Source: an optimization exercise on an open RTL-to-GDS flow (aim: small area, a short achievable clock period and few clock cycles per item). Production flows keep margins and buffers that such runs may drop. Only simulation tests tie the RTL to the original design; equivalence was not proved.

==> flow/design.v (outline; a module is shown in full before it is edited, if it fits) <==
// module INV: 1570 lines
// module FA: 4 lines
// module FAX: 6 lines
// module XOR2: 3 lines
// module MAJ3: 3 lines
// module HA: 4 lines
module INV #(
    parameter DATA_W    = 32,
    parameter INT_BITS  = 8,
    parameter FRAC_BITS = 24,
    parameter N_ITER    = 3
)(
    input  wire                 clk,
    input  wire                 rstn,
    input  wire                 start,
    input  wire [DATA_W-1:0]    dd,      
    output wire [DATA_W-1:0]    q,       
    output reg                  done
);
  // ...
==> flow/run.sh <==
#!/bin/bash
# synth_recipe.tcl (not shown) runs the flow's synth.tcl, then flattens the netlist and writes it again
# the make line also repeats each setting of config.mk as NAME=value (left out here)
make -C /OpenROAD-flow-scripts/flow DESIGN_CONFIG=/design/flow/config.mk WORK_HOME=/design/flow/orfs CLKGATE_MAP_FILE= SYNTH_SCRIPT=/design/flow/synth_recipe.tcl finish
==> flow/config.mk <==
export PLATFORM = sky130hd
export DESIGN_NAME = INV
export DESIGN_NICKNAME = INV
export VERILOG_FILES = /design/flow/design.v
export SDC_FILE = /design/flow/constraint.sdc
export NUM_CORES = 4
export LEC_CHECK = 0
export ABC_AREA = 1
export CAP_MARGIN = 20
export CORE_MARGIN = 2
export CORE_UTILIZATION = 40
export SETUP_SLACK_MARGIN = 5
export SLEW_MARGIN = 20
export SYNTH_HIERARCHICAL = 1
export SYNTH_MINIMUM_KEEP_SIZE = 0
==> flow/constraint.sdc <==
create_clock -name core_clock -period 12.0 [get_ports {clk}]
set_input_delay 2.4000 -clock core_clock [delete_from_list [all_inputs] [get_ports {clk}]]
set_output_delay 2.4000 -clock core_clock [all_outputs]
set_load 0.01 [all_outputs]
==> qor.csv, run 1 <==
metric,value,unit
nFillCells,7444,
layout_common_cells,"682 x nand2_1, 545 x xor2_1, 485 x o22ai_1, 450 x fa_1, 389 x inv_1",
synth_common_cells,"682 x nand2_1, 545 x xor2_1, 485 x o22ai_1, 450 x fa_1, 402 x inv_1",
ys_top_cells_by_area,"fa_1 30%, xor2_1 16%, o22ai_1 10%",
outcome,no timing/DRC/antenna violations,
post-route-util,43.03,%
cts_resized,0,
nonClkBufAreaFrac,3.946,%
cts_root_buffer,clkbuf_16,
yosysWarnings,7,
inv_count,419,
cp_max_fo,32,
use_met2,46.57,%
clock_area_share,1.834,%
synth_top_area_share,30.18,%
crit_start,a[15]$_DFF_P_,
start_util,40.24,%
clk_pin_slew_worst_paths,0.08,ns
rsz0062_at_grt,false,
crit_slowest_cell,inv_2,
cap_viol_max_count,0,
max_freq,0.1463,GHz
tightest_slew,1.079,ns
dr.pass1.iters,6,
relSlewSlack,27.98,%
yosys.area.top_type,fa_1,
ys_seq_area_share,12.20,%
seq_area_share,11.49,%
crit_family,adder cells,
highest_layer,met4,
synth_edf_count,64,
die_h,277.2,um
use_met1,40.52,%
layout_commonest_cell,nand2_1,
dp_cells,4471,
wire_per_inst,25.79,um
skew,0.01583,ns
fin_hold_ws,0.4952,ns
Testbench counts, summed over its fixed seeds: cycles 9,600, items 1,600.
==> inputs of run 2 (changes only) <==
--- a/flow/design.v
+++ b/flow/design.v
@@ -8,22 +8,21 @@
     input  wire                 rstn,
     input  wire                 start,
     input  wire [DATA_W-1:0]    dd,      
     output wire [DATA_W-1:0]    q,       
     output reg                  done
 );
     localparam [31:0] TWO = 32'h0200_0000;
     reg [2:0]  ph;      
-    reg [31:0] d;       
     reg [31:0] x;       
     reg [31:0] a;       
     reg [15:0] b_one, b_two, b_neg;    
     reg        tstep;   
-    wire [31:0] nb   = (ph == 3'd0) ? dd : (ph == 3'd2) ? d : x;
+    wire [31:0] nb   = (ph == 3'd0) | (ph == 3'd2) ? dd : x;
     wire        nneg = (ph == 3'd0) | (ph == 3'd2);
     wire [32:0] nbw  = {nb, 1'b0};
     wire [15:0] e_one, e_two, e_neg;
     genvar k;
     generate for (k = 0; k < 16; k = k + 1) begin : enc
         assign e_one[k] = nbw[2*k+1] ^ nbw[2*k];
         assign e_two[k] = (nbw[2*k+2] & ~nbw[2*k+1] & ~nbw[2*k]) |
                           (~nbw[2*k+2] & nbw[2*k+1] & nbw[2*k]);
@@ -1557,17 +1556,17 @@
     end
     always @(posedge clk) begin
         b_one <= e_one;
         b_two <= e_two;
         b_neg <= e_neg;
         tstep <= nneg;
         a     <= (ph == 3'd0) ? TWO - dd : r;
         case (ph)
-            3'd0: begin d <= dd; x <= TWO - dd; end
+            3'd0: x <= TWO - dd;
             3'd2, 3'd4: x <= r;
             default: ;
         endcase
     end
 endmodule
 module FA (input a, input b, input c, output s, output co);
     assign s  = a ^ b ^ c;
     assign co = (a & b) | (a & c) | (b & c);
==> run 2 against run 1 <==
  * Still clean on timing, DRC and antenna
  * Sequential share of layout area fell by 2.7 points
  * First-iteration DRC count up 16%
  * Via count down 2.5%
  * Final cell count is 2.1% lower
  * Non-clock buffer count increased by 13
  * Setup slack better by 0.024 ns
  * Area after synthesis is 4.3% lower
  * Die area shrank 4.2%
  * Critical path depth is 1 lower
==> qor.csv, run 2 <==
metric,value,unit,change
outcome,no timing/DRC/antenna violations,,
rsz0062_at_grt,false,,
io_buffer_count,67,,
layout_common_cells,"683 x nand2_1, 538 x xor2_1, 485 x o22ai_1, 450 x fa_1, 384 x inv_1",,
num_vias,25990,,
dr.pass1.iters,6,,unchanged
via_per_inst,5.890,,
rows,97,,
crit_buf_inv,2,,
endpoint_kind,flip-flop,,
hp-class,reg -> reg,,
crit_family,adder cells,,
drc_errors,0,,
slew_viol_final,0,,
async_flop_share,3.419,%,
cp_max_fo,34,,+6.3%
area_growth_syn_to_layout,7.479,%,
grt_start_max_net_pins,44,,
grt_first_pass_wirelength,172.7,mm,
finalSetupTns,0,ns,
crit_type,reg -> reg,,
cp_data_required_time,12.19,ns,
yosysWarnings,7,,unchanged
synth_top_area_share,31.53,%,+1.4 points
clkSinkCount,117,,
setup_violations,0,,
die_h,271.3,um,-2.1%
seq_area,2708,sq um,
grt_remaining_overflow,0,,
timing.final.crit_share,56.76,%,
max_freq,0.1468,GHz,+0.36%
synth_edf_count,32,,-50%
yosys.area_share.simple,14.54,%,
ios,68,,
crit_start,b_neg[2]$_DFF_P_,,
netlist_area,28570,sq um,
grt_pass1_vias,26620,,
wl,115.6,mm,
gp_congestion,0.9838,,
layout_commonest_cell,nand2_1,,
multi_input_area,23350,sq um,
synth_compound_area_share,13.46,%,
synth_top_family_by_area,adder cells,,
hold_violations,0,,
crit_slowest_cell,buf_4,,
final_nets,4044,,
yosys.area_share.xor_xnor,17.07,%,
drtIter0Drc,3533,,
cts_buffers,17,,
ant_nets,0,,
nFillCells,7210,,-3.1%
syn_avg_cell_area,8.083,sq um,
die_area,73590,sq um,
reg_top3,"a x32, x x32",,
skew,0.009595,ns,-0.006239 ns
worstReg2RegStart,b_neg[2]$_DFF_P_,,
wire_per_inst,26.21,um,+1.6%
cts_tree,done,,
crit_path_start_kind,flip-flop,,
cts_root_buffer,clkbuf_16,,
die_w,271.3,um,
yosys.area.top_type,fa_1,,
ys_top_cells_by_area,"fa_1 32%, xor2_1 16%, o22ai_1 11%",,
clk_pin_slew_worst_paths,0.06,ns,-0.02 ns
relSlewSlack,31.67,%,+3.7 points
track_usage,31.41,%,
cap_viol_max_count,0,,unchanged
yosysMostFrequentCell,nand2_1,,
crit_chain,"buf_4, xor2_1, fa_1, fa_1, fa_1, fa_1, fa_1, fa_1, ha_1, nand2_1, nor2_1, inv_1, nor2_2, nand2_1, nor2_1, nand2_1, nand2_1, nand2_1, nand3_1, nand2_1",,
synthCells,3535,,
ys_types,43,,
tightest_slew,1.014,ns,-0.06454 ns
start_util,40.59,%,+0.36 points
antenna_found_initial,0,,
ys.flop_type,dfxtp_1,,
insertion_delay,0.45,ns,
core-area,70390,sq um,
drive_gt1_share,5.676,%,
crit_path_max_incr_delay,0.60,ns,
hpwl,82.46,mm,
cts_htree_levels,4,,
ys_seq_area_share,9.388,%,-2.8 points
synthMuxAreaShare,0.4904,%,
layout_min_cycle_time,6.811,ns,
synth_common_cells,"683 x nand2_1, 538 x xor2_1, 485 x o22ai_1, 450 x fa_1, 396 x inv_1",,
arrival,7.00,ns,
min-delay-start,done$_DFFE_PN0P_,,
synth_fa_ha_area_share,35.95,%,
cts_buffer_depth,2,,
ys_ff_latch,117,,
run 2: cell count changes in the layout (fill, tap and decap cells not counted), moves of 10 or more:
cell / change
edfxtp_1: -32
o211ai_1: -14
mux2i_1: +12
nand2_4: +10
o21ai_4: +10
run 2: final cells by class:
cell class / instances / area share [%]
Sequential cell: 117 / 8.816
Timing Repair Buffer: 158 / 4.498
Clock buffer: 21 / 1.536
Clock inverter: 11 / 0.2404
Multi-Input combinational cell: 2757 / 76.02
Inverter: 407 / 5.048
Tap cell: 940 / 3.830
Antenna cell: 1 / 0.008148
run 2: through the flow:
step                      instance area, sq um  util (%)  hold WS [ns]  cells  setup slack (ns)
after floorplan                          28620         -        0.5280   3547             6.237
after global placement                   30030     42.66        0.5054   4369             4.948
after detailed placement                 30030     42.66        0.4960   4369             4.902
after CTS                                30600     43.47        0.5174   4403             5.007
after global routing                     30710     43.62        0.5513   4411             4.996
final                                    30710     43.63        0.5060   4412             5.189
run 2: repair_timing:
action / in CTS / in global routing
gates cloned: 0 / 0
buffers inserted: 2 / 8
hold buffers: 0 / 0
resized for setup: 4 / 14
endpoints found under the setup margin: 4 / 16
run 2: tightest hold or removal path: stages (launching register included):
cell	delay [ns]
dfrtp_1	0.34
a31oi_1	0.04
nor2_1	0.08
run 2: logic make-up (layout without fill, tap and decap cells):
logic type	after synthesis	count (layout)
other	1	14
and+or+nand+nor	1003	1003
xor gates and xnor gates	557	557
AOI/OAI and AO/OA	619	619
adders and majority gates	551	551
DFF	117	117
muxes	14	14
buffers and inverters	673	597
run 2: path summary, 6_finish.rpt:
kind	cells after the start	slack, ns	to
max in group asynchronous	1	9.70	ph[0]$_DFFE_PN0P_
min in group asynchronous	1	2.14	done$_DFFE_PN0P_
worst min-delay path	2	0.51	done$_DFFE_PN0P_
worst max-delay path	20	5.19	x[29]$_DFFE_PP_
worst max register to register	20	5.19	x[29]$_DFFE_PP_
worst min register to register	2	0.51	done$_DFFE_PN0P_
run 2: Yosys stat by module, one instance, submodules excluded:
module	times used	cells
INV	1	3043
FA	450	1
HA	42	1
run 2: layer usage:
metal	vias to the layer above	GRT usage, %	share of wire, %
li1	11300	-	-
met1	12600	41.77	40
met2	1747	49.05	44
met3	336	7.386	11
met4	2	13.04	4.6
met5	-	0.7702	0.067
Testbench counts of run 2, summed over its fixed seeds: cycles 9,600, items 1,600.
==> inputs of run 3 (changes only) <==
--- a/flow/config.mk
+++ b/flow/config.mk
@@ -10,3 +10,4 @@
 export CORE_MARGIN = 2
-export CORE_UTILIZATION = 40
+export CORE_UTILIZATION = 60
+export PLACE_DENSITY = 0.75
 export SETUP_SLACK_MARGIN = 5
==> run 3 against run 2 <==
  * Die area decreased by 33%
  * Hold slack improved by 0.014 ns
  * Setup slack got worse by 0.13 ns
  * Design area down 0.92%
  * Non-clock buffer count rose by 14
  * Area after synthesis unchanged
  * Maximum frequency is 1.8% lower
  * First-iteration DRC count rose by 25%
  * Clock skew is 0.0019 ns higher
  * Final cell count shrank 7.2%
==> qor.csv, run 3 <==
metric,value,unit,change
worstReg2RegStart,b_one[5]$_DFF_P_,,
crit_start,b_one[5]$_DFF_P_,,
nFillCells,4019,,-44%
max_freq,0.1441,GHz,-1.8%
via_per_inst,6.764,,+15%
skew,0.01147,ns,+0.001872 ns
num_vias,27680,,+6.5%
min-delay-start,done$_DFFE_PN0P_,,
grt_first_pass_wirelength,172.1,mm,-0.38%
synth_common_cells,"683 x nand2_1, 538 x xor2_1, 485 x o22ai_1, 450 x fa_1, 396 x inv_1",,
clk_pin_slew_worst_paths,0.06,ns,about the same
core-area,46750,sq um,-34%
cp_data_required_time,12.20,ns,about the same
layout_commonest_cell,nand2_1,,
drtIter0Drc,4405,,+25%
cp_max_fo,31,,-8.8%
crit_slowest_cell,fa_1,,
antenna_found_initial,3,,+3
clkSinkCount,117,,unchanged
outcome,no timing/DRC/antenna violations,,
final_nets,4058,,+0.35%
crit_path_max_incr_delay,0.66,ns,+0.06 ns
ys_top_cells_by_area,"fa_1 32%, xor2_1 16%, o22ai_1 11%",,
setup_violations,0,,unchanged
drt-met1-wl,40.98,mm,-11%
start_util,61.12,%,+21 points
dr.pass1.iters,7,,+1
die_h,222.2,um,-18%
finalNonFillerCells,4093,,-7.2%
yosysMostFrequentCell,nand2_1,,
die_area,49380,sq um,-33%
slew_viol_final,0,,unchanged
arrival,7.14,ns,+0.14 ns
cts_htree_levels,4,,unchanged
ys_seq_area_share,9.388,%,unchanged
rsz0062_at_grt,false,,
crit_chain,"inv_1, buf_4, o22ai_1, xor2_1, fa_1, fa_1, fa_1, fa_1, fa_1, fa_1, ha_1, nand2_1, nor2_1, nand2_1, nor3_2, and2_1, nand2_1, nand2_1, nand2_1, nand3_1, nand2_1",,
cap_viol_max_count,0,,unchanged
drive_gt1_share,6.284,%,+0.61 points
relSlewSlack,25.79,%,-5.9 points
wl_met3,18.27,mm,+41%
ant_nets,0,,unchanged
crit_path_start_kind,flip-flop,,
ys_types,43,,unchanged
hp-class,reg -> reg,,
yosys.area.top_type,fa_1,,
syn_avg_cell_area,8.083,sq um,unchanged
synth_edf_count,32,,unchanged
async_flop_share,3.419,%,unchanged
cts_root_buffer,clkbuf_16,,
yosysWarnings,7,,unchanged
cts_buffers,17,,unchanged
rows,79,,-19%
tightest_slew,1.112,ns,+0.09741 ns
wl,114.9,mm,-0.59%
ys_ff_latch,117,,unchanged
io_buffer_count,67,,unchanged
timing.final.crit_share,57.82,%,+1.1 points
drc_errors,0,,unchanged
highest_layer,met5,,
wl_met2,47.15,mm,-8.2%
cts_tree,done,,
grt_start_max_net_pins,47,,+6.8%
cts_buffer_depth,2,,unchanged
endpoint_kind,flip-flop,,
grt_pass1_vias,28610,,+7.5%
fin_hold_ws,0.5197,ns,+0.01375 ns
netlist_area,28570,sq um,unchanged
reg_top3,"a x32, x x32",,
grt_remaining_overflow,0,,unchanged
dp_cells,4035,,-7.6%
track_usage,46.68,%,+15 points
wire_per_inst,28.08,um,+7.2%
insertion_delay,0.45,ns,about the same
area_growth_syn_to_layout,6.494,%,
die_w,222.2,um,-18%
hold_violations,0,,unchanged
layout_min_cycle_time,6.938,ns,+0.1267 ns
gp_congestion,1.072,,+9.0%
crit_type,reg -> reg,,
layout_common_cells,"683 x nand2_1, 538 x xor2_1, 485 x o22ai_1, 450 x fa_1, 379 x inv_1",,
finalSetupTns,0,ns,unchanged
ys.flop_type,dfxtp_1,,
synthCells,3535,,unchanged
synth_top_area_share,31.53,%,unchanged
ios,68,,unchanged
hpwl,79.62,mm,-3.4%
run 3: cell counts after synthesis:
No cell type changed its count.
run 3: critical path: cells and delay by family (launching register included):
family | cells | cell delay, ns
AO/OA/AOI/OAI | 1 | 0.27
XOR/XNOR | 1 | 0.20
adder cells (fa/ha/maj) | 7 | 3.62
buffers and inverters | 2 | 0.39
flip-flops | 1 | 0.59
AND/OR/NAND/NOR | 10 | 1.57
run 3: through the flow:
stage               setup slack [ns]  utilization [%]  instance area (sq um)
finish                         5.062            65.08                  30430
global route                   5.002            65.08                  30430
CTS                            5.051            64.60                  30200
detailed placement             4.694            63.31                  29600
global placement               4.619            63.31                  29600
floorplan                      6.237                -                  28620
run 3: final timing paths:
path,endpoint,slack (ns),depth (start not counted)
worst max-delay path,x[25]$_DFFE_PP_,5.06,21
worst min-delay path,done$_DFFE_PN0P_,0.52,2
worst max register to register,x[25]$_DFFE_PP_,5.06,21
worst min register to register,done$_DFFE_PN0P_,0.52,2
max in group asynchronous,ph[0]$_DFFE_PN0P_,9.66,1
min in group asynchronous,done$_DFFE_PN0P_,2.16,1
run 3: layer usage:
| layer | vias to the layer above | track usage [%] |
|---|---|---|
| li1 | 11330 | - |
| met1 | 13100 | 58.97 |
| met2 | 2585 | 68.29 |
| met3 | 666 | 18.82 |
| met4 | 2 | 25.59 |
| met5 | - | 0 |
run 3: final cells by class:
| cell class | instances | area, sq um | area share (%) |
|---|---|---|---|
| diodes | 1 | 2.502 | 0.008224 |
| clock buffers | 18 | 439.2 | 1.443 |
| clock inverters | 14 | 127.6 | 0.4194 |
| inverters | 407 | 1577 | 5.181 |
| multi-input cells | 2757 | 23360 | 76.76 |
| flip-flops and latches | 117 | 2708 | 8.898 |
| well taps | 607 | 759.5 | 2.496 |
| repair buffers | 172 | 1459 | 4.794 |
run 3: repair_timing:
| item | 4_1_cts | 5_1_grt |
|---|---|---|
| hold buffers | 0 | 0 |
| endpoints found under the setup margin | 20 | 33 |
| setup buffers | 3 | 22 |
| resized for setup | 4 | 18 |
run 3: cell families after synthesis:
| group | share of synthesized area [%] |
|---|---|
| AO/OA/AOI/OAI | 13.46 |
| XOR/XNOR | 17.07 |
| adder cells (fa/ha/maj) | 35.95 |
| buffers and inverters | 9.086 |
| flip-flops | 9.388 |
| multiplexers | 0.4904 |
| other | 0.01312 |
| AND/OR/NAND/NOR | 14.54 |
run 3: modules after synthesis, one instance, submodules excluded:
| module | cells | flops+latches | times used | area (sq um) |
|---|---|---|---|---|
| INV | 3043 | 117 | 1 | 19040 |
| HA | 1 | 0 | 42 | 12.51 |
| FA | 1 | 0 | 450 | 20.02 |
==> inputs of run 4 (changes only) <==
==> flow/flow/run.sh (new file) <==
#!/bin/bash
set -euo pipefail
cat >> config.mk <<'EOC'
export SETUP_SLACK_MARGIN = 6.5
EOC
bash standard.sh > standard_flow.log 2>&1
==> flow/standard.sh (new file) <==
#!/bin/bash
# synth_recipe.tcl (not shown) runs the flow's synth.tcl, then flattens the netlist and writes it again
# the make line also repeats each setting of config.mk as NAME=value (left out here)
make -C /OpenROAD-flow-scripts/flow DESIGN_CONFIG=/design/flow/config.mk WORK_HOME=/design/flow/orfs CLKGATE_MAP_FILE= SYNTH_SCRIPT=/design/flow/synth_recipe.tcl "${@:-finish}"
--- a/flow/config.mk
+++ b/flow/config.mk
@@ -10,5 +10,3 @@
 export CORE_MARGIN = 2
-export CORE_UTILIZATION = 60
-export PLACE_DENSITY = 0.75
-export SETUP_SLACK_MARGIN = 5
+export CORE_UTILIZATION = 40
 export SLEW_MARGIN = 20
@@ -16 +14,2 @@
 export SYNTH_MINIMUM_KEEP_SIZE = 0
+export SETUP_SLACK_MARGIN = 6.5
removed: flow/run.sh
==> run 4 against run 3 <==
  * Maximum frequency rose by 15%
  * Largest cell class unchanged
  * Die area rose by 49%
  * Clock skew about the same
  * Critical path depth increased by 2
  * Hold slack worse by 0.0049 ns
==> qor.csv, run 4 <==
metric,value,unit,change
core-area,70390,sq um,+51%
yosysMostFrequentCell,nand2_1,,
crit_type,reg -> reg,,
ys_ff_latch,117,,unchanged
die_area,73590,sq um,+49%
final_nets,4136,,+1.9%
gp_congestion,0.9762,,-9.0%
max_freq,0.1658,GHz,+15%
finalSetupTns,0,ns,unchanged
rsz0062_at_grt,true,,
slew_viol_final,0,,unchanged
rows,97,,+23%
grt_first_pass_wirelength,175.6,mm,+2.1%
syn_avg_cell_area,8.083,sq um,unchanged
grt_remaining_overflow,0,,unchanged
wl,118.0,mm,+2.7%
n_antenna_cell,0,,-1
timing.final.crit_share,50.27,%,-7.5 points
crit_start,a[17]$_DFF_P_,,
holdBufCountCts,0,,unchanged
synthCells,3535,,unchanged
highest_layer,met4,,
timing.final.ws_setup,5.968,ns,+0.9057 ns
cts_buffers,17,,unchanged
nFillCells,6695,,+67%
cp_data_required_time,12.20,ns,about the same
ff2ff_setup_slack,5.97,ns,+0.91 ns
endpoint_kind,flip-flop,,
insertion_delay,0.45,ns,about the same
fin_hold_ws,0.5149,ns,-0.004857 ns
async_flop_share,3.419,%,unchanged
ys_seq_area_share,9.388,%,unchanged
grt_pass1_vias,27060,,-5.4%
drt-met1-wl,45.92,mm,+12%
synth_common_cells,"683 x nand2_1, 538 x xor2_1, 485 x o22ai_1, 450 x fa_1, 396 x inv_1",,
layout_commonest_cell,nand2_1,,
cap_viol_max_count,0,,unchanged
dr.pass1.iters,6,,-1
skew,0.01127,ns,-0.0002005 ns
worstReg2RegStart,a[17]$_DFF_P_,,
via_per_inst,5.955,,-12%
yosys.area.top_type,fa_1,,
synth_top_area_share,31.53,%,unchanged
track_usage,31.89,%,-15 points
drive_gt1_share,22.85,%,+17 points
cp_max_fo,32,,+3.2%
outcome,no timing/DRC/antenna violations,,
netlist_area,28570,sq um,unchanged
die_w,271.3,um,+22%
arrival,6.23,ns,-0.91 ns
clk_pin_slew_worst_paths,0.07,ns,about the same
num_vias,26820,,-3.1%
ant_nets,0,,unchanged
cts_tree,done,,
area_growth_syn_to_layout,22.55,%,
wire_per_inst,26.21,um,-6.7%
reg_top3,"a x32, x x32",,
ys.flop_type,dfxtp_1,,
wl_met2,52.27,mm,+11%
ys_types,43,,unchanged
cts_root_buffer,clkbuf_16,,
hold_violations,0,,unchanged
io_buffer_count,67,,unchanged
dp_slack,5.163,ns,+0.4690 ns
cts_buffer_depth,2,,unchanged
hp-class,reg -> reg,,
ios,68,,unchanged
multi_input_area,26000,sq um,+11%
min-delay-start,done$_DFFE_PN0P_,,
yosysWarnings,7,,unchanged
layout_common_cells,"527 x nand2_1, 515 x xor2_1, 440 x o22ai_1, 403 x fa_1, 336 x inv_1",,
drc_errors,0,,unchanged
ys_top_cells_by_area,"fa_1 32%, xor2_1 16%, o22ai_1 11%",,
start_util,40.59,%,-21 points
seq_area,2748,sq um,+1.5%
hpwl,80.59,mm,+1.2%
grt_start_max_net_pins,44,,-6.4%
tightest_slew,1.103,ns,-0.008845 ns
crit_path_start_kind,flip-flop,,
drtIter0Drc,3308,,-25%
synth_edf_count,32,,unchanged
antenna_found_initial,2,,-1
cts_htree_levels,4,,unchanged
relSlewSlack,26.48,%,+0.70 points
setup_violations,0,,unchanged
die_h,271.3,um,+22%
clkSinkCount,117,,unchanged
layout_min_cycle_time,6.032,ns,-0.9057 ns
wl_met3,13.79,mm,-25%
==> run 4: changes by cell type in the layout (fill, tap and decap cells not counted), sizes merged <==
| cell | before | now |
|---|---|---|
| clkbuf | 18 | 20 |
| clkinv | 16 | 10 |
| diode | 1 | 0 |
| clkinvlp | 13 | 10 |
| inv | 391 | 402 |
| buf | 105 | 171 |
| bufbuf | 0 | 8 |
==> run 4: cells by family (layout without fill, tap and decap cells) <==
group	after synthesis	in the layout	share of synthesized area, %
AND/OR/NAND/NOR	1003	1003	14.54
buffers and inverters	673	689	9.086
AO/OA/AOI/OAI	619	619	13.46
adder cells (fa/ha/maj)	551	551	35.95
flip-flops	117	117	9.388
multiplexers	14	14	0.4904
XOR/XNOR	557	557	17.07
other	1	13	0.01312
==> run 4: area by class of cell <==
cell class | count | area share (%)
inverter | 407 | 4.584
clock buffer | 18 | 1.286
tap | 940 | 3.359
sequential | 117 | 7.847
clock inverter | 14 | 0.3966
timing repair buffer | 248 | 8.254
multi-input combinational | 2757 | 74.24
timing repair inverter | 2 | 0.02859
==> run 4: layer usage <==
| layer | track usage, % | up-vias |
|---|---|---|
| met5 | 0 | - |
| met4 | 15.12 | 0 |
| met3 | 8.368 | 352 |
| met2 | 48.76 | 1908 |
| met1 | 42.04 | 13070 |
| li1 | - | 11490 |
==> run 4: repair_timing <==
| item | 4_1_cts | 5_1_grt |
|---|---|---|
| setup endpoints to repair | 64 | 64 |
| setup buffers | 69 | 23 |
| pin swaps | 222 | 127 |
| cloned | 11 | 0 |
| gates resized for setup | 634 | 235 |
==> run 4: stage by stage <==
step                instance area [sq um]  util [%]  cells
floorplan                           28700         -   3547
global placement                    30020     42.65   4368
detailed placement                  30020     42.65   4368
CTS                                 33880     48.14   4480
global route                        35020     49.74   4503
finish                              35020     49.74   4503
==> run 4: worst paths after layout <==
| path | to | cells past startpoint |
|---|---|---|
| min | done$_DFFE_PN0P_ | 2 |
| min in group asynchronous | ph[1]$_DFFE_PN0P_ | 1 |
| max in group asynchronous | ph[0]$_DFFE_PN0P_ | 1 |
| min reg2reg | done$_DFFE_PN0P_ | 2 |
| max | x[25]$_DFFE_PP_ | 23 |
| max reg2reg | x[25]$_DFFE_PP_ | 23 |
==> run 4: critical path, cell delays in order (launching register included) <==
cell,delay (ns)
dfxtp_1,0.30
inv_1,0.04
clkbuf_8,0.23
o22ai_1,0.32
xor2_1,0.22
fa_1,0.49
fa_2,0.61
fa_1,0.46
fa_2,0.57
fa_1,0.47
fa_2,0.50
ha_4,0.35
nand2_4,0.09
nor2_4,0.13
inv_4,0.06
nor2_4,0.10
inv_2,0.08
nor2_4,0.13
and2_4,0.17
nand2_4,0.06
nand2_2,0.08
nand2_2,0.07
nand3_2,0.10
nand2_2,0.06
==> run 4: per-module statistics from Yosys (local to each module, per instance) <==
| module | flops+latches | copies in the design | area, sq um |
|---|---|---|---|
| FA | 0 | 450 | 20.02 |
| HA | 0 | 42 | 12.51 |
| INV | 117 | 1 | 19040 |

[port drivers added, routing unchanged]
In the flow no input, the clock included, has a driving cell. The finished layouts below were timed again as built, in two steps. Step 1 (the two cells are an assumption about what drives the block):
set clk [get_ports {clk}]
set_driving_cell -lib_cell sky130_fd_sc_hd__clkbuf_16 $clk
set_driving_cell -lib_cell sky130_fd_sc_hd__buf_2 [delete_from_list [all_inputs] $clk]
Step 2 adds t to the input delays and takes it off the output delays; t is the mean of the earliest and latest rising clock arrival at the registers after step 1. Input paths then give back, and output paths get back, about the clock's delay inside the block. a / b / c = no drivers / after step 1 / after step 2; a / b = the first two.
run | shift t [ns] | setup slack, ns | hold slack, ns | clock arrival spread, ns | cell pins on the clock port's net
run 1 | 0.506 | 5.164 / 5.164 / 5.164 | 0.495 / 0.495 / 0.495 | 0.016 / 0.016 | 1
run 2 | 0.490 | 5.189 / 5.189 / 5.189 | 0.506 / 0.506 / 0.506 | 0.010 / 0.009 | 1
run 3 | 0.493 | 5.062 / 5.062 / 5.062 | 0.520 / 0.520 / 0.520 | 0.011 / 0.012 | 1
run 4 | 0.490 | 5.968 / 5.968 / 5.968 | 0.515 / 0.515 / 0.515 | 0.011 / 0.011 | 1
After both steps every run listed still meets setup and hold.
